Background: an optimization exercise with open tools, aiming at small area and a short achievable clock period. Do not read the settings as production practice. The RTL of this run was laid out without a check of its function. No activity file was given, so power comes from the tool's default toggle rates.

**design.v**
```verilog
module pipeline_sum (
    input clk,
    input [15:0] a, b,
    output [31:0] r
);
  wire [0:0] s0_r15_t = a[15:15];
  wire s0_r15_hz = ~(|b[15:1]);
  wire [1:0] s0_r15_bo;
  assign s0_r15_bo[0] = 1'b0;
  assign s0_r15_bo[1] = (s0_r15_t[0] ^ b[0]) ? b[0] : s0_r15_bo[0];
  wire s0_r15_q = s0_r15_hz & ~s0_r15_bo[1];
  wire [0:0] s0_r15_d;
  assign s0_r15_d[0] = s0_r15_t[0] ^ (s0_r15_q & (b[0] ^ s0_r15_bo[0]));
  wire [15:0] s0_r15_ra = {s0_r15_d, a[14:0]};
  wire [1:0] s0_r14_t = s0_r15_ra[15:14];
  wire s0_r14_hz = ~(|b[15:2]);
  wire [2:0] s0_r14_bo;
  assign s0_r14_bo[0] = 1'b0;
  assign s0_r14_bo[1] = (s0_r14_t[0] ^ b[0]) ? b[0] : s0_r14_bo[0];
  assign s0_r14_bo[2] = (s0_r14_t[1] ^ b[1]) ? b[1] : s0_r14_bo[1];
  wire s0_r14_q = s0_r14_hz & ~s0_r14_bo[2];
  wire [1:0] s0_r14_d;
  assign s0_r14_d[0] = s0_r14_t[0] ^ (s0_r14_q & (b[0] ^ s0_r14_bo[0]));
  assign s0_r14_d[1] = s0_r14_t[1] ^ (s0_r14_q & (b[1] ^ s0_r14_bo[1]));
  wire [15:0] s0_r14_ra = {s0_r14_d, s0_r15_ra[13:0]};
  wire [2:0] s0_r13_t = s0_r14_ra[15:13];
  wire s0_r13_hz = ~(|b[15:3]);
  wire [3:0] s0_r13_bo;
  assign s0_r13_bo[0] = 1'b0;
  assign s0_r13_bo[1] = (s0_r13_t[0] ^ b[0]) ? b[0] : s0_r13_bo[0];
  assign s0_r13_bo[2] = (s0_r13_t[1] ^ b[1]) ? b[1] : s0_r13_bo[1];
  assign s0_r13_bo[3] = (s0_r13_t[2] ^ b[2]) ? b[2] : s0_r13_bo[2];
  wire s0_r13_q = s0_r13_hz & ~s0_r13_bo[3];
  wire [2:0] s0_r13_d;
  assign s0_r13_d[0] = s0_r13_t[0] ^ (s0_r13_q & (b[0] ^ s0_r13_bo[0]));
  assign s0_r13_d[1] = s0_r13_t[1] ^ (s0_r13_q & (b[1] ^ s0_r13_bo[1]));
  assign s0_r13_d[2] = s0_r13_t[2] ^ (s0_r13_q & (b[2] ^ s0_r13_bo[2]));
  wire [15:0] s0_r13_ra = {s0_r13_d, s0_r14_ra[12:0]};
  wire [3:0] s0_r12_t = s0_r13_ra[15:12];
  wire s0_r12_hz = ~(|b[15:4]);
  wire [4:0] s0_r12_bo;
  assign s0_r12_bo[0] = 1'b0;
  assign s0_r12_bo[1] = (s0_r12_t[0] ^ b[0]) ? b[0] : s0_r12_bo[0];
  assign s0_r12_bo[2] = (s0_r12_t[1] ^ b[1]) ? b[1] : s0_r12_bo[1];
  assign s0_r12_bo[3] = (s0_r12_t[2] ^ b[2]) ? b[2] : s0_r12_bo[2];
  assign s0_r12_bo[4] = (s0_r12_t[3] ^ b[3]) ? b[3] : s0_r12_bo[3];
  wire s0_r12_q = s0_r12_hz & ~s0_r12_bo[4];
  wire [3:0] s0_r12_d;
  assign s0_r12_d[0] = s0_r12_t[0] ^ (s0_r12_q & (b[0] ^ s0_r12_bo[0]));
  assign s0_r12_d[1] = s0_r12_t[1] ^ (s0_r12_q & (b[1] ^ s0_r12_bo[1]));
  assign s0_r12_d[2] = s0_r12_t[2] ^ (s0_r12_q & (b[2] ^ s0_r12_bo[2]));
  assign s0_r12_d[3] = s0_r12_t[3] ^ (s0_r12_q & (b[3] ^ s0_r12_bo[3]));
  wire [15:0] s0_r12_ra = {s0_r12_d, s0_r13_ra[11:0]};
  reg [15:0] ra_c1;
  reg [15:0] bb_c1;
  reg [3:0] ah_c1;
  reg q15_c1;
  reg q14_c1;
  reg q13_c1;
  reg q12_c1;
  always_ff @(posedge clk) begin
    ra_c1 <= s0_r12_ra;
    bb_c1 <= b;
    ah_c1 <= a[15:12];
    q15_c1 <= s0_r15_q;
    q14_c1 <= s0_r14_q;
    q13_c1 <= s0_r13_q;
    q12_c1 <= s0_r12_q;
  end
  wire [4:0] s1_r11_t = ra_c1[15:11];
  wire s1_r11_hz = ~(|bb_c1[15:5]);
  wire [5:0] s1_r11_bo;
  assign s1_r11_bo[0] = 1'b0;
  assign s1_r11_bo[1] = (s1_r11_t[0] ^ bb_c1[0]) ? bb_c1[0] : s1_r11_bo[0];
  assign s1_r11_bo[2] = (s1_r11_t[1] ^ bb_c1[1]) ? bb_c1[1] : s1_r11_bo[1];
  assign s1_r11_bo[3] = (s1_r11_t[2] ^ bb_c1[2]) ? bb_c1[2] : s1_r11_bo[2];
  assign s1_r11_bo[4] = (s1_r11_t[3] ^ bb_c1[3]) ? bb_c1[3] : s1_r11_bo[3];
  assign s1_r11_bo[5] = (s1_r11_t[4] ^ bb_c1[4]) ? bb_c1[4] : s1_r11_bo[4];
  wire s1_r11_q = s1_r11_hz & ~s1_r11_bo[5];
  wire [4:0] s1_r11_d;
  assign s1_r11_d[0] = s1_r11_t[0] ^ (s1_r11_q & (bb_c1[0] ^ s1_r11_bo[0]));
  assign s1_r11_d[1] = s1_r11_t[1] ^ (s1_r11_q & (bb_c1[1] ^ s1_r11_bo[1]));
  assign s1_r11_d[2] = s1_r11_t[2] ^ (s1_r11_q & (bb_c1[2] ^ s1_r11_bo[2]));
  assign s1_r11_d[3] = s1_r11_t[3] ^ (s1_r11_q & (bb_c1[3] ^ s1_r11_bo[3]));
  assign s1_r11_d[4] = s1_r11_t[4] ^ (s1_r11_q & (bb_c1[4] ^ s1_r11_bo[4]));
  wire [15:0] s1_r11_ra = {s1_r11_d, ra_c1[10:0]};
  wire [5:0] s1_r10_t = s1_r11_ra[15:10];
  wire s1_r10_hz = ~(|bb_c1[15:6]);
  wire [6:0] s1_r10_bo;
  assign s1_r10_bo[0] = 1'b0;
  assign s1_r10_bo[1] = (s1_r10_t[0] ^ bb_c1[0]) ? bb_c1[0] : s1_r10_bo[0];
  assign s1_r10_bo[2] = (s1_r10_t[1] ^ bb_c1[1]) ? bb_c1[1] : s1_r10_bo[1];
  assign s1_r10_bo[3] = (s1_r10_t[2] ^ bb_c1[2]) ? bb_c1[2] : s1_r10_bo[2];
  assign s1_r10_bo[4] = (s1_r10_t[3] ^ bb_c1[3]) ? bb_c1[3] : s1_r10_bo[3];
  assign s1_r10_bo[5] = (s1_r10_t[4] ^ bb_c1[4]) ? bb_c1[4] : s1_r10_bo[4];
  assign s1_r10_bo[6] = (s1_r10_t[5] ^ bb_c1[5]) ? bb_c1[5] : s1_r10_bo[5];
  wire s1_r10_q = s1_r10_hz & ~s1_r10_bo[6];
  wire [5:0] s1_r10_d;
  assign s1_r10_d[0] = s1_r10_t[0] ^ (s1_r10_q & (bb_c1[0] ^ s1_r10_bo[0]));
  assign s1_r10_d[1] = s1_r10_t[1] ^ (s1_r10_q & (bb_c1[1] ^ s1_r10_bo[1]));
  assign s1_r10_d[2] = s1_r10_t[2] ^ (s1_r10_q & (bb_c1[2] ^ s1_r10_bo[2]));
  assign s1_r10_d[3] = s1_r10_t[3] ^ (s1_r10_q & (bb_c1[3] ^ s1_r10_bo[3]));
  assign s1_r10_d[4] = s1_r10_t[4] ^ (s1_r10_q & (bb_c1[4] ^ s1_r10_bo[4]));
  assign s1_r10_d[5] = s1_r10_t[5] ^ (s1_r10_q & (bb_c1[5] ^ s1_r10_bo[5]));
  wire [15:0] s1_r10_ra = {s1_r10_d, s1_r11_ra[9:0]};
  wire [6:0] s1_r9_t = s1_r10_ra[15:9];
  wire s1_r9_hz = ~(|bb_c1[15:7]);
  wire [7:0] s1_r9_bo;
  assign s1_r9_bo[0] = 1'b0;
  assign s1_r9_bo[1] = (s1_r9_t[0] ^ bb_c1[0]) ? bb_c1[0] : s1_r9_bo[0];
  assign s1_r9_bo[2] = (s1_r9_t[1] ^ bb_c1[1]) ? bb_c1[1] : s1_r9_bo[1];
  assign s1_r9_bo[3] = (s1_r9_t[2] ^ bb_c1[2]) ? bb_c1[2] : s1_r9_bo[2];
  assign s1_r9_bo[4] = (s1_r9_t[3] ^ bb_c1[3]) ? bb_c1[3] : s1_r9_bo[3];
  assign s1_r9_bo[5] = (s1_r9_t[4] ^ bb_c1[4]) ? bb_c1[4] : s1_r9_bo[4];
  assign s1_r9_bo[6] = (s1_r9_t[5] ^ bb_c1[5]) ? bb_c1[5] : s1_r9_bo[5];
  assign s1_r9_bo[7] = (s1_r9_t[6] ^ bb_c1[6]) ? bb_c1[6] : s1_r9_bo[6];
  wire s1_r9_q = s1_r9_hz & ~s1_r9_bo[7];
  wire [6:0] s1_r9_d;
  assign s1_r9_d[0] = s1_r9_t[0] ^ (s1_r9_q & (bb_c1[0] ^ s1_r9_bo[0]));
  assign s1_r9_d[1] = s1_r9_t[1] ^ (s1_r9_q & (bb_c1[1] ^ s1_r9_bo[1]));
  assign s1_r9_d[2] = s1_r9_t[2] ^ (s1_r9_q & (bb_c1[2] ^ s1_r9_bo[2]));
  assign s1_r9_d[3] = s1_r9_t[3] ^ (s1_r9_q & (bb_c1[3] ^ s1_r9_bo[3]));
  assign s1_r9_d[4] = s1_r9_t[4] ^ (s1_r9_q & (bb_c1[4] ^ s1_r9_bo[4]));
  assign s1_r9_d[5] = s1_r9_t[5] ^ (s1_r9_q & (bb_c1[5] ^ s1_r9_bo[5]));
  assign s1_r9_d[6] = s1_r9_t[6] ^ (s1_r9_q & (bb_c1[6] ^ s1_r9_bo[6]));
  wire [15:0] s1_r9_ra = {s1_r9_d, s1_r10_ra[8:0]};
  wire [7:0] s1_r8_t = s1_r9_ra[15:8];
  wire s1_r8_hz = ~(|bb_c1[15:8]);
  wire [8:0] s1_r8_bo;
  assign s1_r8_bo[0] = 1'b0;
  assign s1_r8_bo[1] = (s1_r8_t[0] ^ bb_c1[0]) ? bb_c1[0] : s1_r8_bo[0];
  assign s1_r8_bo[2] = (s1_r8_t[1] ^ bb_c1[1]) ? bb_c1[1] : s1_r8_bo[1];
  assign s1_r8_bo[3] = (s1_r8_t[2] ^ bb_c1[2]) ? bb_c1[2] : s1_r8_bo[2];
  assign s1_r8_bo[4] = (s1_r8_t[3] ^ bb_c1[3]) ? bb_c1[3] : s1_r8_bo[3];
  assign s1_r8_bo[5] = (s1_r8_t[4] ^ bb_c1[4]) ? bb_c1[4] : s1_r8_bo[4];
  assign s1_r8_bo[6] = (s1_r8_t[5] ^ bb_c1[5]) ? bb_c1[5] : s1_r8_bo[5];
  assign s1_r8_bo[7] = (s1_r8_t[6] ^ bb_c1[6]) ? bb_c1[6] : s1_r8_bo[6];
  assign s1_r8_bo[8] = (s1_r8_t[7] ^ bb_c1[7]) ? bb_c1[7] : s1_r8_bo[7];
  wire s1_r8_q = s1_r8_hz & ~s1_r8_bo[8];
  wire [7:0] s1_r8_d;
  assign s1_r8_d[0] = s1_r8_t[0] ^ (s1_r8_q & (bb_c1[0] ^ s1_r8_bo[0]));
  assign s1_r8_d[1] = s1_r8_t[1] ^ (s1_r8_q & (bb_c1[1] ^ s1_r8_bo[1]));
  assign s1_r8_d[2] = s1_r8_t[2] ^ (s1_r8_q & (bb_c1[2] ^ s1_r8_bo[2]));
  assign s1_r8_d[3] = s1_r8_t[3] ^ (s1_r8_q & (bb_c1[3] ^ s1_r8_bo[3]));
  assign s1_r8_d[4] = s1_r8_t[4] ^ (s1_r8_q & (bb_c1[4] ^ s1_r8_bo[4]));
  assign s1_r8_d[5] = s1_r8_t[5] ^ (s1_r8_q & (bb_c1[5] ^ s1_r8_bo[5]));
  assign s1_r8_d[6] = s1_r8_t[6] ^ (s1_r8_q & (bb_c1[6] ^ s1_r8_bo[6]));
  assign s1_r8_d[7] = s1_r8_t[7] ^ (s1_r8_q & (bb_c1[7] ^ s1_r8_bo[7]));
  wire [15:0] s1_r8_ra = {s1_r8_d, s1_r9_ra[7:0]};
  wire [8:0] s1_r7_t = s1_r8_ra[15:7];
  wire s1_r7_hz = ~(|bb_c1[15:9]);
  wire [9:0] s1_r7_bo;
  assign s1_r7_bo[0] = 1'b0;
  assign s1_r7_bo[1] = (s1_r7_t[0] ^ bb_c1[0]) ? bb_c1[0] : s1_r7_bo[0];
  assign s1_r7_bo[2] = (s1_r7_t[1] ^ bb_c1[1]) ? bb_c1[1] : s1_r7_bo[1];
  assign s1_r7_bo[3] = (s1_r7_t[2] ^ bb_c1[2]) ? bb_c1[2] : s1_r7_bo[2];
  assign s1_r7_bo[4] = (s1_r7_t[3] ^ bb_c1[3]) ? bb_c1[3] : s1_r7_bo[3];
  assign s1_r7_bo[5] = (s1_r7_t[4] ^ bb_c1[4]) ? bb_c1[4] : s1_r7_bo[4];
  assign s1_r7_bo[6] = (s1_r7_t[5] ^ bb_c1[5]) ? bb_c1[5] : s1_r7_bo[5];
  assign s1_r7_bo[7] = (s1_r7_t[6] ^ bb_c1[6]) ? bb_c1[6] : s1_r7_bo[6];
  assign s1_r7_bo[8] = (s1_r7_t[7] ^ bb_c1[7]) ? bb_c1[7] : s1_r7_bo[7];
  assign s1_r7_bo[9] = (s1_r7_t[8] ^ bb_c1[8]) ? bb_c1[8] : s1_r7_bo[8];
  wire s1_r7_q = s1_r7_hz & ~s1_r7_bo[9];
  wire [8:0] s1_r7_d;
  assign s1_r7_d[0] = s1_r7_t[0] ^ (s1_r7_q & (bb_c1[0] ^ s1_r7_bo[0]));
  assign s1_r7_d[1] = s1_r7_t[1] ^ (s1_r7_q & (bb_c1[1] ^ s1_r7_bo[1]));
  assign s1_r7_d[2] = s1_r7_t[2] ^ (s1_r7_q & (bb_c1[2] ^ s1_r7_bo[2]));
  assign s1_r7_d[3] = s1_r7_t[3] ^ (s1_r7_q & (bb_c1[3] ^ s1_r7_bo[3]));
  assign s1_r7_d[4] = s1_r7_t[4] ^ (s1_r7_q & (bb_c1[4] ^ s1_r7_bo[4]));
  assign s1_r7_d[5] = s1_r7_t[5] ^ (s1_r7_q & (bb_c1[5] ^ s1_r7_bo[5]));
  assign s1_r7_d[6] = s1_r7_t[6] ^ (s1_r7_q & (bb_c1[6] ^ s1_r7_bo[6]));
  assign s1_r7_d[7] = s1_r7_t[7] ^ (s1_r7_q & (bb_c1[7] ^ s1_r7_bo[7]));
  assign s1_r7_d[8] = s1_r7_t[8] ^ (s1_r7_q & (bb_c1[8] ^ s1_r7_bo[8]));
  wire [15:0] s1_r7_ra = {s1_r7_d, s1_r8_ra[6:0]};
  wire [9:0] s1_r6_t = s1_r7_ra[15:6];
  wire s1_r6_hz = ~(|bb_c1[15:10]);
  wire [10:0] s1_r6_bo;
  assign s1_r6_bo[0] = 1'b0;
  assign s1_r6_bo[1] = (s1_r6_t[0] ^ bb_c1[0]) ? bb_c1[0] : s1_r6_bo[0];
  assign s1_r6_bo[2] = (s1_r6_t[1] ^ bb_c1[1]) ? bb_c1[1] : s1_r6_bo[1];
  assign s1_r6_bo[3] = (s1_r6_t[2] ^ bb_c1[2]) ? bb_c1[2] : s1_r6_bo[2];
  assign s1_r6_bo[4] = (s1_r6_t[3] ^ bb_c1[3]) ? bb_c1[3] : s1_r6_bo[3];
  assign s1_r6_bo[5] = (s1_r6_t[4] ^ bb_c1[4]) ? bb_c1[4] : s1_r6_bo[4];
  assign s1_r6_bo[6] = (s1_r6_t[5] ^ bb_c1[5]) ? bb_c1[5] : s1_r6_bo[5];
  assign s1_r6_bo[7] = (s1_r6_t[6] ^ bb_c1[6]) ? bb_c1[6] : s1_r6_bo[6];
  assign s1_r6_bo[8] = (s1_r6_t[7] ^ bb_c1[7]) ? bb_c1[7] : s1_r6_bo[7];
  assign s1_r6_bo[9] = (s1_r6_t[8] ^ bb_c1[8]) ? bb_c1[8] : s1_r6_bo[8];
  assign s1_r6_bo[10] = (s1_r6_t[9] ^ bb_c1[9]) ? bb_c1[9] : s1_r6_bo[9];
  wire s1_r6_q = s1_r6_hz & ~s1_r6_bo[10];
  wire [9:0] s1_r6_d;
  assign s1_r6_d[0] = s1_r6_t[0] ^ (s1_r6_q & (bb_c1[0] ^ s1_r6_bo[0]));
  assign s1_r6_d[1] = s1_r6_t[1] ^ (s1_r6_q & (bb_c1[1] ^ s1_r6_bo[1]));
  assign s1_r6_d[2] = s1_r6_t[2] ^ (s1_r6_q & (bb_c1[2] ^ s1_r6_bo[2]));
  assign s1_r6_d[3] = s1_r6_t[3] ^ (s1_r6_q & (bb_c1[3] ^ s1_r6_bo[3]));
  assign s1_r6_d[4] = s1_r6_t[4] ^ (s1_r6_q & (bb_c1[4] ^ s1_r6_bo[4]));
  assign s1_r6_d[5] = s1_r6_t[5] ^ (s1_r6_q & (bb_c1[5] ^ s1_r6_bo[5]));
  assign s1_r6_d[6] = s1_r6_t[6] ^ (s1_r6_q & (bb_c1[6] ^ s1_r6_bo[6]));
  assign s1_r6_d[7] = s1_r6_t[7] ^ (s1_r6_q & (bb_c1[7] ^ s1_r6_bo[7]));
  assign s1_r6_d[8] = s1_r6_t[8] ^ (s1_r6_q & (bb_c1[8] ^ s1_r6_bo[8]));
  assign s1_r6_d[9] = s1_r6_t[9] ^ (s1_r6_q & (bb_c1[9] ^ s1_r6_bo[9]));
  wire [15:0] s1_r6_ra = {s1_r6_d, s1_r7_ra[5:0]};
  wire [10:0] s1_r5_t = s1_r6_ra[15:5];
  wire s1_r5_hz = ~(|bb_c1[15:11]);
  wire [11:0] s1_r5_bo;
  assign s1_r5_bo[0] = 1'b0;
  assign s1_r5_bo[1] = (s1_r5_t[0] ^ bb_c1[0]) ? bb_c1[0] : s1_r5_bo[0];
  assign s1_r5_bo[2] = (s1_r5_t[1] ^ bb_c1[1]) ? bb_c1[1] : s1_r5_bo[1];
  assign s1_r5_bo[3] = (s1_r5_t[2] ^ bb_c1[2]) ? bb_c1[2] : s1_r5_bo[2];
  assign s1_r5_bo[4] = (s1_r5_t[3] ^ bb_c1[3]) ? bb_c1[3] : s1_r5_bo[3];
  assign s1_r5_bo[5] = (s1_r5_t[4] ^ bb_c1[4]) ? bb_c1[4] : s1_r5_bo[4];
  assign s1_r5_bo[6] = (s1_r5_t[5] ^ bb_c1[5]) ? bb_c1[5] : s1_r5_bo[5];
  assign s1_r5_bo[7] = (s1_r5_t[6] ^ bb_c1[6]) ? bb_c1[6] : s1_r5_bo[6];
  assign s1_r5_bo[8] = (s1_r5_t[7] ^ bb_c1[7]) ? bb_c1[7] : s1_r5_bo[7];
  assign s1_r5_bo[9] = (s1_r5_t[8] ^ bb_c1[8]) ? bb_c1[8] : s1_r5_bo[8];
  assign s1_r5_bo[10] = (s1_r5_t[9] ^ bb_c1[9]) ? bb_c1[9] : s1_r5_bo[9];
  assign s1_r5_bo[11] = (s1_r5_t[10] ^ bb_c1[10]) ? bb_c1[10] : s1_r5_bo[10];
  wire s1_r5_q = s1_r5_hz & ~s1_r5_bo[11];
  wire [10:0] s1_r5_d;
  assign s1_r5_d[0] = s1_r5_t[0] ^ (s1_r5_q & (bb_c1[0] ^ s1_r5_bo[0]));
  assign s1_r5_d[1] = s1_r5_t[1] ^ (s1_r5_q & (bb_c1[1] ^ s1_r5_bo[1]));
  assign s1_r5_d[2] = s1_r5_t[2] ^ (s1_r5_q & (bb_c1[2] ^ s1_r5_bo[2]));
  assign s1_r5_d[3] = s1_r5_t[3] ^ (s1_r5_q & (bb_c1[3] ^ s1_r5_bo[3]));
  assign s1_r5_d[4] = s1_r5_t[4] ^ (s1_r5_q & (bb_c1[4] ^ s1_r5_bo[4]));
  assign s1_r5_d[5] = s1_r5_t[5] ^ (s1_r5_q & (bb_c1[5] ^ s1_r5_bo[5]));
  assign s1_r5_d[6] = s1_r5_t[6] ^ (s1_r5_q & (bb_c1[6] ^ s1_r5_bo[6]));
  assign s1_r5_d[7] = s1_r5_t[7] ^ (s1_r5_q & (bb_c1[7] ^ s1_r5_bo[7]));
  assign s1_r5_d[8] = s1_r5_t[8] ^ (s1_r5_q & (bb_c1[8] ^ s1_r5_bo[8]));
  assign s1_r5_d[9] = s1_r5_t[9] ^ (s1_r5_q & (bb_c1[9] ^ s1_r5_bo[9]));
  assign s1_r5_d[10] = s1_r5_t[10] ^ (s1_r5_q & (bb_c1[10] ^ s1_r5_bo[10]));
  wire [15:0] s1_r5_ra = {s1_r5_d, s1_r6_ra[4:0]};
  reg [15:0] ra_c2;
  reg [15:0] bb_c2;
  reg [10:0] ah_c2;
  reg q15_c2;
  reg q14_c2;
  reg q13_c2;
  reg q12_c2;
  reg q11_c2;
  reg q10_c2;
  reg q9_c2;
  reg q8_c2;
  reg q7_c2;
  reg q6_c2;
  reg q5_c2;
  always_ff @(posedge clk) begin
    ra_c2 <= s1_r5_ra;
    bb_c2 <= bb_c1;
    ah_c2 <= {ah_c1, ra_c1[11:5]};
    q15_c2 <= q15_c1;
    q14_c2 <= q14_c1;
    q13_c2 <= q13_c1;
    q12_c2 <= q12_c1;
    q11_c2 <= s1_r11_q;
    q10_c2 <= s1_r10_q;
    q9_c2 <= s1_r9_q;
    q8_c2 <= s1_r8_q;
    q7_c2 <= s1_r7_q;
    q6_c2 <= s1_r6_q;
    q5_c2 <= s1_r5_q;
  end
  wire [15:0] xa = {ah_c2, ra_c2[4:0]};
  wire [15:0] sh = (bb_c2[15:4] == 12'd0) ? (xa << bb_c2[3:0]) : 16'd0;
  wire [17:0] xs = {2'b0, xa | bb_c2} + {2'b0, xa ^ bb_c2} + {2'b0, sh};
  wire [17:0] ym2 = xs + {1'b0, 1'b0, q15_c2, q14_c2, q13_c2, q12_c2, q11_c2, q10_c2, q9_c2, q8_c2, q7_c2, q6_c2, q5_c2, 1'b0, 1'b0, 1'b0, 1'b0, 1'b0};
  wire [11:0] s2_r4_t = ra_c2[15:4];
  wire s2_r4_hz = ~(|bb_c2[15:12]);
  wire [12:0] s2_r4_bo;
  assign s2_r4_bo[0] = 1'b0;
  assign s2_r4_bo[1] = (s2_r4_t[0] ^ bb_c2[0]) ? bb_c2[0] : s2_r4_bo[0];
  assign s2_r4_bo[2] = (s2_r4_t[1] ^ bb_c2[1]) ? bb_c2[1] : s2_r4_bo[1];
  assign s2_r4_bo[3] = (s2_r4_t[2] ^ bb_c2[2]) ? bb_c2[2] : s2_r4_bo[2];
  assign s2_r4_bo[4] = (s2_r4_t[3] ^ bb_c2[3]) ? bb_c2[3] : s2_r4_bo[3];
  assign s2_r4_bo[5] = (s2_r4_t[4] ^ bb_c2[4]) ? bb_c2[4] : s2_r4_bo[4];
  assign s2_r4_bo[6] = (s2_r4_t[5] ^ bb_c2[5]) ? bb_c2[5] : s2_r4_bo[5];
  assign s2_r4_bo[7] = (s2_r4_t[6] ^ bb_c2[6]) ? bb_c2[6] : s2_r4_bo[6];
  assign s2_r4_bo[8] = (s2_r4_t[7] ^ bb_c2[7]) ? bb_c2[7] : s2_r4_bo[7];
  assign s2_r4_bo[9] = (s2_r4_t[8] ^ bb_c2[8]) ? bb_c2[8] : s2_r4_bo[8];
  assign s2_r4_bo[10] = (s2_r4_t[9] ^ bb_c2[9]) ? bb_c2[9] : s2_r4_bo[9];
  assign s2_r4_bo[11] = (s2_r4_t[10] ^ bb_c2[10]) ? bb_c2[10] : s2_r4_bo[10];
  assign s2_r4_bo[12] = (s2_r4_t[11] ^ bb_c2[11]) ? bb_c2[11] : s2_r4_bo[11];
  wire s2_r4_q = s2_r4_hz & ~s2_r4_bo[12];
  wire [11:0] s2_r4_d;
  assign s2_r4_d[0] = s2_r4_t[0] ^ (s2_r4_q & (bb_c2[0] ^ s2_r4_bo[0]));
  assign s2_r4_d[1] = s2_r4_t[1] ^ (s2_r4_q & (bb_c2[1] ^ s2_r4_bo[1]));
  assign s2_r4_d[2] = s2_r4_t[2] ^ (s2_r4_q & (bb_c2[2] ^ s2_r4_bo[2]));
  assign s2_r4_d[3] = s2_r4_t[3] ^ (s2_r4_q & (bb_c2[3] ^ s2_r4_bo[3]));
  assign s2_r4_d[4] = s2_r4_t[4] ^ (s2_r4_q & (bb_c2[4] ^ s2_r4_bo[4]));
  assign s2_r4_d[5] = s2_r4_t[5] ^ (s2_r4_q & (bb_c2[5] ^ s2_r4_bo[5]));
  assign s2_r4_d[6] = s2_r4_t[6] ^ (s2_r4_q & (bb_c2[6] ^ s2_r4_bo[6]));
  assign s2_r4_d[7] = s2_r4_t[7] ^ (s2_r4_q & (bb_c2[7] ^ s2_r4_bo[7]));
  assign s2_r4_d[8] = s2_r4_t[8] ^ (s2_r4_q & (bb_c2[8] ^ s2_r4_bo[8]));
  assign s2_r4_d[9] = s2_r4_t[9] ^ (s2_r4_q & (bb_c2[9] ^ s2_r4_bo[9]));
  assign s2_r4_d[10] = s2_r4_t[10] ^ (s2_r4_q & (bb_c2[10] ^ s2_r4_bo[10]));
  assign s2_r4_d[11] = s2_r4_t[11] ^ (s2_r4_q & (bb_c2[11] ^ s2_r4_bo[11]));
  wire [15:0] s2_r4_ra = {s2_r4_d, ra_c2[3:0]};
  wire [12:0] s2_r3_t = s2_r4_ra[15:3];
  wire s2_r3_hz = ~(|bb_c2[15:13]);
  wire [13:0] s2_r3_bo;
  assign s2_r3_bo[0] = 1'b0;
  assign s2_r3_bo[1] = (s2_r3_t[0] ^ bb_c2[0]) ? bb_c2[0] : s2_r3_bo[0];
  assign s2_r3_bo[2] = (s2_r3_t[1] ^ bb_c2[1]) ? bb_c2[1] : s2_r3_bo[1];
  assign s2_r3_bo[3] = (s2_r3_t[2] ^ bb_c2[2]) ? bb_c2[2] : s2_r3_bo[2];
  assign s2_r3_bo[4] = (s2_r3_t[3] ^ bb_c2[3]) ? bb_c2[3] : s2_r3_bo[3];
  assign s2_r3_bo[5] = (s2_r3_t[4] ^ bb_c2[4]) ? bb_c2[4] : s2_r3_bo[4];
  assign s2_r3_bo[6] = (s2_r3_t[5] ^ bb_c2[5]) ? bb_c2[5] : s2_r3_bo[5];
  assign s2_r3_bo[7] = (s2_r3_t[6] ^ bb_c2[6]) ? bb_c2[6] : s2_r3_bo[6];
  assign s2_r3_bo[8] = (s2_r3_t[7] ^ bb_c2[7]) ? bb_c2[7] : s2_r3_bo[7];
  assign s2_r3_bo[9] = (s2_r3_t[8] ^ bb_c2[8]) ? bb_c2[8] : s2_r3_bo[8];
  assign s2_r3_bo[10] = (s2_r3_t[9] ^ bb_c2[9]) ? bb_c2[9] : s2_r3_bo[9];
  assign s2_r3_bo[11] = (s2_r3_t[10] ^ bb_c2[10]) ? bb_c2[10] : s2_r3_bo[10];
  assign s2_r3_bo[12] = (s2_r3_t[11] ^ bb_c2[11]) ? bb_c2[11] : s2_r3_bo[11];
  assign s2_r3_bo[13] = (s2_r3_t[12] ^ bb_c2[12]) ? bb_c2[12] : s2_r3_bo[12];
  wire s2_r3_q = s2_r3_hz & ~s2_r3_bo[13];
  wire [12:0] s2_r3_d;
  assign s2_r3_d[0] = s2_r3_t[0] ^ (s2_r3_q & (bb_c2[0] ^ s2_r3_bo[0]));
  assign s2_r3_d[1] = s2_r3_t[1] ^ (s2_r3_q & (bb_c2[1] ^ s2_r3_bo[1]));
  assign s2_r3_d[2] = s2_r3_t[2] ^ (s2_r3_q & (bb_c2[2] ^ s2_r3_bo[2]));
  assign s2_r3_d[3] = s2_r3_t[3] ^ (s2_r3_q & (bb_c2[3] ^ s2_r3_bo[3]));
  assign s2_r3_d[4] = s2_r3_t[4] ^ (s2_r3_q & (bb_c2[4] ^ s2_r3_bo[4]));
  assign s2_r3_d[5] = s2_r3_t[5] ^ (s2_r3_q & (bb_c2[5] ^ s2_r3_bo[5]));
  assign s2_r3_d[6] = s2_r3_t[6] ^ (s2_r3_q & (bb_c2[6] ^ s2_r3_bo[6]));
  assign s2_r3_d[7] = s2_r3_t[7] ^ (s2_r3_q & (bb_c2[7] ^ s2_r3_bo[7]));
  assign s2_r3_d[8] = s2_r3_t[8] ^ (s2_r3_q & (bb_c2[8] ^ s2_r3_bo[8]));
  assign s2_r3_d[9] = s2_r3_t[9] ^ (s2_r3_q & (bb_c2[9] ^ s2_r3_bo[9]));
  assign s2_r3_d[10] = s2_r3_t[10] ^ (s2_r3_q & (bb_c2[10] ^ s2_r3_bo[10]));
  assign s2_r3_d[11] = s2_r3_t[11] ^ (s2_r3_q & (bb_c2[11] ^ s2_r3_bo[11]));
  assign s2_r3_d[12] = s2_r3_t[12] ^ (s2_r3_q & (bb_c2[12] ^ s2_r3_bo[12]));
  wire [15:0] s2_r3_ra = {s2_r3_d, s2_r4_ra[2:0]};
  wire [13:0] s2_r2_t = s2_r3_ra[15:2];
  wire s2_r2_hz = ~(|bb_c2[15:14]);
  wire [14:0] s2_r2_bo;
  assign s2_r2_bo[0] = 1'b0;
  assign s2_r2_bo[1] = (s2_r2_t[0] ^ bb_c2[0]) ? bb_c2[0] : s2_r2_bo[0];
  assign s2_r2_bo[2] = (s2_r2_t[1] ^ bb_c2[1]) ? bb_c2[1] : s2_r2_bo[1];
  assign s2_r2_bo[3] = (s2_r2_t[2] ^ bb_c2[2]) ? bb_c2[2] : s2_r2_bo[2];
  assign s2_r2_bo[4] = (s2_r2_t[3] ^ bb_c2[3]) ? bb_c2[3] : s2_r2_bo[3];
  assign s2_r2_bo[5] = (s2_r2_t[4] ^ bb_c2[4]) ? bb_c2[4] : s2_r2_bo[4];
  assign s2_r2_bo[6] = (s2_r2_t[5] ^ bb_c2[5]) ? bb_c2[5] : s2_r2_bo[5];
  assign s2_r2_bo[7] = (s2_r2_t[6] ^ bb_c2[6]) ? bb_c2[6] : s2_r2_bo[6];
  assign s2_r2_bo[8] = (s2_r2_t[7] ^ bb_c2[7]) ? bb_c2[7] : s2_r2_bo[7];
  assign s2_r2_bo[9] = (s2_r2_t[8] ^ bb_c2[8]) ? bb_c2[8] : s2_r2_bo[8];
  assign s2_r2_bo[10] = (s2_r2_t[9] ^ bb_c2[9]) ? bb_c2[9] : s2_r2_bo[9];
  assign s2_r2_bo[11] = (s2_r2_t[10] ^ bb_c2[10]) ? bb_c2[10] : s2_r2_bo[10];
  assign s2_r2_bo[12] = (s2_r2_t[11] ^ bb_c2[11]) ? bb_c2[11] : s2_r2_bo[11];
  assign s2_r2_bo[13] = (s2_r2_t[12] ^ bb_c2[12]) ? bb_c2[12] : s2_r2_bo[12];
  assign s2_r2_bo[14] = (s2_r2_t[13] ^ bb_c2[13]) ? bb_c2[13] : s2_r2_bo[13];
  wire s2_r2_q = s2_r2_hz & ~s2_r2_bo[14];
  wire [13:0] s2_r2_d;
  assign s2_r2_d[0] = s2_r2_t[0] ^ (s2_r2_q & (bb_c2[0] ^ s2_r2_bo[0]));
  assign s2_r2_d[1] = s2_r2_t[1] ^ (s2_r2_q & (bb_c2[1] ^ s2_r2_bo[1]));
  assign s2_r2_d[2] = s2_r2_t[2] ^ (s2_r2_q & (bb_c2[2] ^ s2_r2_bo[2]));
  assign s2_r2_d[3] = s2_r2_t[3] ^ (s2_r2_q & (bb_c2[3] ^ s2_r2_bo[3]));
  assign s2_r2_d[4] = s2_r2_t[4] ^ (s2_r2_q & (bb_c2[4] ^ s2_r2_bo[4]));
  assign s2_r2_d[5] = s2_r2_t[5] ^ (s2_r2_q & (bb_c2[5] ^ s2_r2_bo[5]));
  assign s2_r2_d[6] = s2_r2_t[6] ^ (s2_r2_q & (bb_c2[6] ^ s2_r2_bo[6]));
  assign s2_r2_d[7] = s2_r2_t[7] ^ (s2_r2_q & (bb_c2[7] ^ s2_r2_bo[7]));
  assign s2_r2_d[8] = s2_r2_t[8] ^ (s2_r2_q & (bb_c2[8] ^ s2_r2_bo[8]));
  assign s2_r2_d[9] = s2_r2_t[9] ^ (s2_r2_q & (bb_c2[9] ^ s2_r2_bo[9]));
  assign s2_r2_d[10] = s2_r2_t[10] ^ (s2_r2_q & (bb_c2[10] ^ s2_r2_bo[10]));
  assign s2_r2_d[11] = s2_r2_t[11] ^ (s2_r2_q & (bb_c2[11] ^ s2_r2_bo[11]));
  assign s2_r2_d[12] = s2_r2_t[12] ^ (s2_r2_q & (bb_c2[12] ^ s2_r2_bo[12]));
  assign s2_r2_d[13] = s2_r2_t[13] ^ (s2_r2_q & (bb_c2[13] ^ s2_r2_bo[13]));
  wire [15:0] s2_r2_ra = {s2_r2_d, s2_r3_ra[1:0]};
  wire [15:0] s2_x4_t = s2_r2_ra;
  wire [17:0] s2_x4_b1 = {2'b0, bb_c2};
  wire [17:0] s2_x4_b2 = {1'b0, bb_c2, 1'b0};
  wire [17:0] s2_x4_b3 = s2_x4_b1 + s2_x4_b2;
  wire [16:0] s2_x4_c1;
  assign s2_x4_c1[0] = 1'b0;
  assign s2_x4_c1[1] = (s2_x4_t[0] ^ s2_x4_b1[0]) ? s2_x4_b1[0] : s2_x4_c1[0];
  assign s2_x4_c1[2] = (s2_x4_t[1] ^ s2_x4_b1[1]) ? s2_x4_b1[1] : s2_x4_c1[1];
  assign s2_x4_c1[3] = (s2_x4_t[2] ^ s2_x4_b1[2]) ? s2_x4_b1[2] : s2_x4_c1[2];
  assign s2_x4_c1[4] = (s2_x4_t[3] ^ s2_x4_b1[3]) ? s2_x4_b1[3] : s2_x4_c1[3];
  assign s2_x4_c1[5] = (s2_x4_t[4] ^ s2_x4_b1[4]) ? s2_x4_b1[4] : s2_x4_c1[4];
  assign s2_x4_c1[6] = (s2_x4_t[5] ^ s2_x4_b1[5]) ? s2_x4_b1[5] : s2_x4_c1[5];
  assign s2_x4_c1[7] = (s2_x4_t[6] ^ s2_x4_b1[6]) ? s2_x4_b1[6] : s2_x4_c1[6];
  assign s2_x4_c1[8] = (s2_x4_t[7] ^ s2_x4_b1[7]) ? s2_x4_b1[7] : s2_x4_c1[7];
  assign s2_x4_c1[9] = (s2_x4_t[8] ^ s2_x4_b1[8]) ? s2_x4_b1[8] : s2_x4_c1[8];
  assign s2_x4_c1[10] = (s2_x4_t[9] ^ s2_x4_b1[9]) ? s2_x4_b1[9] : s2_x4_c1[9];
  assign s2_x4_c1[11] = (s2_x4_t[10] ^ s2_x4_b1[10]) ? s2_x4_b1[10] : s2_x4_c1[10];
  assign s2_x4_c1[12] = (s2_x4_t[11] ^ s2_x4_b1[11]) ? s2_x4_b1[11] : s2_x4_c1[11];
  assign s2_x4_c1[13] = (s2_x4_t[12] ^ s2_x4_b1[12]) ? s2_x4_b1[12] : s2_x4_c1[12];
  assign s2_x4_c1[14] = (s2_x4_t[13] ^ s2_x4_b1[13]) ? s2_x4_b1[13] : s2_x4_c1[13];
  assign s2_x4_c1[15] = (s2_x4_t[14] ^ s2_x4_b1[14]) ? s2_x4_b1[14] : s2_x4_c1[14];
  assign s2_x4_c1[16] = (s2_x4_t[15] ^ s2_x4_b1[15]) ? s2_x4_b1[15] : s2_x4_c1[15];
  wire s2_x4_ge1 = ~(|s2_x4_b1[17:16]) & ~s2_x4_c1[16];
  wire [16:0] s2_x4_c2;
  assign s2_x4_c2[0] = 1'b0;
  assign s2_x4_c2[1] = (s2_x4_t[0] ^ s2_x4_b2[0]) ? s2_x4_b2[0] : s2_x4_c2[0];
  assign s2_x4_c2[2] = (s2_x4_t[1] ^ s2_x4_b2[1]) ? s2_x4_b2[1] : s2_x4_c2[1];
  assign s2_x4_c2[3] = (s2_x4_t[2] ^ s2_x4_b2[2]) ? s2_x4_b2[2] : s2_x4_c2[2];
  assign s2_x4_c2[4] = (s2_x4_t[3] ^ s2_x4_b2[3]) ? s2_x4_b2[3] : s2_x4_c2[3];
  assign s2_x4_c2[5] = (s2_x4_t[4] ^ s2_x4_b2[4]) ? s2_x4_b2[4] : s2_x4_c2[4];
  assign s2_x4_c2[6] = (s2_x4_t[5] ^ s2_x4_b2[5]) ? s2_x4_b2[5] : s2_x4_c2[5];
  assign s2_x4_c2[7] = (s2_x4_t[6] ^ s2_x4_b2[6]) ? s2_x4_b2[6] : s2_x4_c2[6];
  assign s2_x4_c2[8] = (s2_x4_t[7] ^ s2_x4_b2[7]) ? s2_x4_b2[7] : s2_x4_c2[7];
  assign s2_x4_c2[9] = (s2_x4_t[8] ^ s2_x4_b2[8]) ? s2_x4_b2[8] : s2_x4_c2[8];
  assign s2_x4_c2[10] = (s2_x4_t[9] ^ s2_x4_b2[9]) ? s2_x4_b2[9] : s2_x4_c2[9];
  assign s2_x4_c2[11] = (s2_x4_t[10] ^ s2_x4_b2[10]) ? s2_x4_b2[10] : s2_x4_c2[10];
  assign s2_x4_c2[12] = (s2_x4_t[11] ^ s2_x4_b2[11]) ? s2_x4_b2[11] : s2_x4_c2[11];
  assign s2_x4_c2[13] = (s2_x4_t[12] ^ s2_x4_b2[12]) ? s2_x4_b2[12] : s2_x4_c2[12];
  assign s2_x4_c2[14] = (s2_x4_t[13] ^ s2_x4_b2[13]) ? s2_x4_b2[13] : s2_x4_c2[13];
  assign s2_x4_c2[15] = (s2_x4_t[14] ^ s2_x4_b2[14]) ? s2_x4_b2[14] : s2_x4_c2[14];
  assign s2_x4_c2[16] = (s2_x4_t[15] ^ s2_x4_b2[15]) ? s2_x4_b2[15] : s2_x4_c2[15];
  wire s2_x4_ge2 = ~(|s2_x4_b2[17:16]) & ~s2_x4_c2[16];
  wire [16:0] s2_x4_c3;
  assign s2_x4_c3[0] = 1'b0;
  assign s2_x4_c3[1] = (s2_x4_t[0] ^ s2_x4_b3[0]) ? s2_x4_b3[0] : s2_x4_c3[0];
  assign s2_x4_c3[2] = (s2_x4_t[1] ^ s2_x4_b3[1]) ? s2_x4_b3[1] : s2_x4_c3[1];
  assign s2_x4_c3[3] = (s2_x4_t[2] ^ s2_x4_b3[2]) ? s2_x4_b3[2] : s2_x4_c3[2];
  assign s2_x4_c3[4] = (s2_x4_t[3] ^ s2_x4_b3[3]) ? s2_x4_b3[3] : s2_x4_c3[3];
  assign s2_x4_c3[5] = (s2_x4_t[4] ^ s2_x4_b3[4]) ? s2_x4_b3[4] : s2_x4_c3[4];
  assign s2_x4_c3[6] = (s2_x4_t[5] ^ s2_x4_b3[5]) ? s2_x4_b3[5] : s2_x4_c3[5];
  assign s2_x4_c3[7] = (s2_x4_t[6] ^ s2_x4_b3[6]) ? s2_x4_b3[6] : s2_x4_c3[6];
  assign s2_x4_c3[8] = (s2_x4_t[7] ^ s2_x4_b3[7]) ? s2_x4_b3[7] : s2_x4_c3[7];
  assign s2_x4_c3[9] = (s2_x4_t[8] ^ s2_x4_b3[8]) ? s2_x4_b3[8] : s2_x4_c3[8];
  assign s2_x4_c3[10] = (s2_x4_t[9] ^ s2_x4_b3[9]) ? s2_x4_b3[9] : s2_x4_c3[9];
  assign s2_x4_c3[11] = (s2_x4_t[10] ^ s2_x4_b3[10]) ? s2_x4_b3[10] : s2_x4_c3[10];
  assign s2_x4_c3[12] = (s2_x4_t[11] ^ s2_x4_b3[11]) ? s2_x4_b3[11] : s2_x4_c3[11];
  assign s2_x4_c3[13] = (s2_x4_t[12] ^ s2_x4_b3[12]) ? s2_x4_b3[12] : s2_x4_c3[12];
  assign s2_x4_c3[14] = (s2_x4_t[13] ^ s2_x4_b3[13]) ? s2_x4_b3[13] : s2_x4_c3[13];
  assign s2_x4_c3[15] = (s2_x4_t[14] ^ s2_x4_b3[14]) ? s2_x4_b3[14] : s2_x4_c3[14];
  assign s2_x4_c3[16] = (s2_x4_t[15] ^ s2_x4_b3[15]) ? s2_x4_b3[15] : s2_x4_c3[15];
  wire s2_x4_ge3 = ~(|s2_x4_b3[17:16]) & ~s2_x4_c3[16];
  wire s2_x4_q1 = s2_x4_ge2;
  wire s2_x4_q0 = s2_x4_q1 ? s2_x4_ge3 : s2_x4_ge1;
  wire [6:0] ml = {1'b0, ym2[5:0]} + {1'b0, 1'b0, s2_r4_q, s2_r3_q, s2_r2_q, 1'b0, 1'b0};
  wire lc1 = ml[0] & s2_x4_q0;
  wire lc2 = (ml[1] & s2_x4_q1) | ((ml[1] | s2_x4_q1) & lc1);
  wire [6:0] lo7;
  assign lo7[0] = ml[0] ^ s2_x4_q0;
  assign lo7[1] = ml[1] ^ s2_x4_q1 ^ lc1;
  assign lo7[2] = ml[2] ^ (lc2 & (1'b1));
  assign lo7[3] = ml[3] ^ (lc2 & (&ml[2:2]));
  assign lo7[4] = ml[4] ^ (lc2 & (&ml[3:2]));
  assign lo7[5] = ml[5] ^ (lc2 & (&ml[4:2]));
  assign lo7[6] = ml[6] ^ (lc2 & (&ml[5:2]));
  wire [11:0] h0 = ym2[17:6];
  reg [6:0] lo_c3;
  reg [11:0] hi_c3;
  always_ff @(posedge clk) begin
    lo_c3 <= lo7;
    hi_c3 <= h0;
  end
  wire [11:0] hs = hi_c3 + {11'd0, lo_c3[6]};
  assign r = {14'd0, hs, lo_c3[5:0]};
endmodule
```
**flow/run.sh**
```bash
#!/bin/bash
set -euo pipefail
MARGIN=${MARGIN:-25}
bash standard.sh SETUP_SLACK_MARGIN=$MARGIN SETUP_MOVE_SEQUENCE=sizeup,swap SKIP_GATE_CLONING=1 \
  "BUFFER_PORTS_ARGS=-buffer_cell sky130_fd_sc_hd__buf_1" finish > make_finish.log 2>&1
```
**standard.sh**
```bash
#!/bin/bash
# synth_recipe.tcl (not shown) runs the flow's synth.tcl, then flattens the netlist and writes it again
# the make line also repeats each setting of config.mk as NAME=value (left out here)
make -C /OpenROAD-flow-scripts/flow DESIGN_CONFIG=/design/flow/config.mk WORK_HOME=/design/flow/orfs CLKGATE_MAP_FILE= SYNTH_SCRIPT=/design/flow/synth_recipe.tcl "${@:-finish}"
```
**config.mk**
```make
export PLATFORM = sky130hd
export DESIGN_NAME = pipeline_sum
export DESIGN_NICKNAME = pipeline_sum
export VERILOG_FILES = /design/flow/design.v
export SDC_FILE = /design/flow/constraint.sdc
export NUM_CORES = 4
export LEC_CHECK = 0
export ABC_AREA = 1
export CAP_MARGIN = 20
export CORE_MARGIN = 2
export CORE_UTILIZATION = 55
export SLEW_MARGIN = 20
```
**constraint.sdc**
```tcl
create_clock -name core_clock -period 36.0 [get_ports {clk}]
set_input_delay 7.2000 -clock core_clock [delete_from_list [all_inputs] [get_ports {clk}]]
set_output_delay 7.2000 -clock core_clock [all_outputs]
set_load 0.01 [all_outputs]
```
==> metrics.cfg <==
[clock_network]
cts_hold_buf = 0
root_buffer = clkbuf_16
clock_latency_ns = 0.43
cts.htree.levels = 4
clk_path_buf_depth = 2
clk_pin_slew_worst_paths_ns = 0.06
cts_tree = done
cts_buffers = 17
clock_sink_count = 113

[global_route]
antenna_found_initial = 2
grt.busiest_layer = met2
grt_util_met3_pct = 4.31
track_usage_pct = 24.7
grtUsageMet2_pct = 42.7
grt_overflow = 0
grt_pass1_vias = 9769
grt_max_degree = 32
met1_usage_pct = 31.5
grt_pass1_wl_um = 46900

[sta]
drv_slew = 0
layout_min_cycle_time_ns = 10.56
fmax_mhz = 94.7
rsz0062_at_grt = no
setup_violations = 0
tightest_slew_ns = 0.770
hold_viol = 0
slew_headroom_pct = 48.5
finClkSkew_ns = 0.0117
fin_crit_sh_pct = 29.3
tns_ns = 0

[layout]
fill_cells = 2127
multi_input_area_mm2 = 0.00824
syn_to_final_growth_pct = 6.93
post-route-util_pct = 59.4
fin_nets = 1889
drive_gt1_share_pct = 16.7
ff_latch_area_mm2 = 0.00226

[routing]
wl_per_cell_um = 13.3
dr.pass1.iters = 5
drc = 0
viasPerCell = 4.97
totalWireLength_um = 27300
num_vias = 10200
antenna_left = 0
drt_iter0_drc = 424

[worst_setup_path]
path_buf_inv = 4
crit_arrival_ns = 10.87
cp_common_cell = nand2_1
end_kind = register
cpMaxStageDelayCell = nor4_4
max_stage_delay_ns = 0.39
crit_family = simple AND/OR/NAND/NOR gates
crit_path_max_fanout = 4
cp-start-kind = primary input
criticalPathCategory = in2reg
critPathRequiredTime_ns = 36.31

[yosys]
syn_area_mm2 = 0.0120
ys.flop_type = dfxtp_1
yosys.area.top_type = dfxtp_1
ys_top_cells_by_area = dfxtp_1 (19%), nand2_1 (13%), inv_1 (7.4%), ha_1 (7.1%), xor2_1 (7.0%)
synthArstFlopShare_pct = 0
synth_seq_area_share_pct = 18.8
synth_seq_cells = 113
synth_top_area_share_pct = 18.8
synth_edf_count = 0
yosys_warnings = 1
synth_cell_type_count = 74
synth_area_per_cell_um2 = 6.98
synth_cells = 1725

[floorplan]
dieWidth_um = 152
num_rows = 54
die_area_mm2 = 0.0231
die-height_um = 152
core_mm2 = 0.0217
ios = 65
start_util_pct = 55.5

[power_and_ir_drop]
cellPowerDensity_mw_per_mm2 = 38.5
cellLeakagePower_nw = 6.57
irDropWorstVdd_v = 0.0000261
power_uw = 496

[placement]
port_buffers = 50
dp_hpwl_um = 22200
gp_congestion = 0.881

[status]
status = complete, no violations

[job]
maxCapViolations = 0

[hold_path]
hold_class = reg2reg

## per-stage QoR
stage,cell area [um^2],std cells,hold WS (ns),setup slack [ns]
after floorplan,12100,1738,0.310,25.59
after global placement,12200,2019,0.310,24.34
after detailed placement,12200,2019,0.313,24.21
after CTS,12800,2051,0.328,25.09
after global routing,12900,2051,0.328,25.03
final,12900,2052,0.328,25.44
## registers in the layout, summed over array words and instances (netlist names), 4 cells and up
register  count
ah_c1         4
ah_c2        11
bb_c1        16
lo_c3         7
ra_c1        16
hi_c3        12
ra_c2        16
bb_c2        16
## Yosys cell counts (all sizes together), types with 2 or more instances
cell    count
a211oi      2
a21boi      4
a21o        2
a21oi      51
a31o        2
a32o        2
and2        2
buf        38
clkbuf     17
clkinv     20
dfxtp     113
fa         30
ha         68
inv       285
mux2i       2
nand2     534
nand3     154
nand3b      9
nand4      21
nor2       88
nor3        9
nor4        3
o211ai      2
o21a        2
o21ai      80
o21bai      9
o22ai      16
or2        18
xnor2      18
xnor3       4
xor2      111
## area by class of cell
cell class,count,area share [%]
Sequential cell,113,17.6
Antenna cell,1,0.0194
Clock inverter,15,1.24
Timing Repair Buffer,56,1.86
Clock buffer,17,3.30
Inverter,306,9.33
Tap cell,280,2.72
Multi-Input combinational cell,1264,64.0
## kinds of logic (layout without fill, tap and decap cells)
| kind of cell | Yosys count | count (layout) | share of synthesized area, % |
|---|---|---|---|
| buffers and inverters | 361 | 394 | 13.9 |
| AOI/OAI and AO/OA | 177 | 177 | 8.65 |
| other | 1 | 15 | 0.0311 |
| and+or+nand+nor | 838 | 838 | 34.9 |
| muxes | 2 | 2 | 0.166 |
| xor gates and xnor gates | 134 | 134 | 11.5 |
| DFF | 113 | 113 | 18.8 |
| adders and majority gates | 99 | 99 | 12.1 |
## timing repair
item                       in CTS  in global routing
resized for setup               4                 19
setup endpoints to repair       4                  9
pin swaps                       0                  4
buffers inserted                0                  0
## cells in the final DEF (no fill, tap or decap), drive strengths merged, types with 3 or more instances in the layout
cell | netlist | layout
a21boi | 4 | 4
buf | 38 | 56
xor2 | 111 | 111
xnor2 | 18 | 18
nor3 | 9 | 9
clkinvlp | 0 | 3
nor4 | 3 | 3
nor2 | 88 | 88
or2 | 18 | 18
clkinv | 20 | 21
dfxtp | 113 | 113
nand3b | 9 | 9
a21oi | 51 | 51
conb | 1 | 14
o21ai | 80 | 80
fa | 30 | 30
xnor3 | 4 | 4
inv | 285 | 295
ha | 68 | 68
o22ai | 16 | 16
clkbuf | 17 | 17
o21bai | 9 | 9
nand2 | 534 | 534
nand4 | 21 | 21
nand3 | 154 | 154
## worst paths after layout
| kind | startpoint | endpoint | slack (ns) | cells after the start |
|---|---|---|---|---|
| max | b[13] | ra_c1[14]$_DFF_P_ | 25.44 | 28 |
| min | ra_c1[4]$_DFF_P_ | ra_c2[4]$_DFF_P_ | 0.33 | 0 |
| max reg2reg | bb_c2[1]$_DFF_P_ | lo_c3[5]$_DFF_P_ | 26.24 | 98 |
| min reg2reg | ra_c1[4]$_DFF_P_ | ra_c2[4]$_DFF_P_ | 0.33 | 0 |
## power by group
group	total, mW	switching (mW)	internal (mW)
combinational	0.173	0.109	0.0649
clock	0.171	0.0725	0.0983
sequential	0.152	0.0112	0.141
## per-layer routing
layer | vias to the layer above | routed length [um]
met3 | 29 | 1070
met1 | 4613 | 12600
li1 | 5405 | -
met5 | - | 10
met4 | 2 | 552
met2 | 155 | 13100

[afterwards: timing with drivers on the ports]
The results above use ideal ports. As a check the final layout listed here was re-extracted and re-timed, cells and wires unchanged. Step 1 sets driving cells, clkbuf_16 on the clock port and buf_2 on the other inputs (assumed; they add their load-dependent delay and slew). Step 2 moves the port delays by t, midway between the first and last clock arrival at a register: inputs arrive t later, outputs are due t later. That takes back most of the time a late clock gives input paths. Slacks: ideal ports / drivers / drivers and shift; pairs: ideal ports / drivers.
t (ns): 0.474
setup slack, ns: 25.435 / 25.464 / 24.990
worst register clock-pin slew, ns: 0.07 / 0.07
After both steps this run still meets setup and hold. The setup slack of this run moves by +0.029 ns with the drivers and by -0.445 ns with both steps.
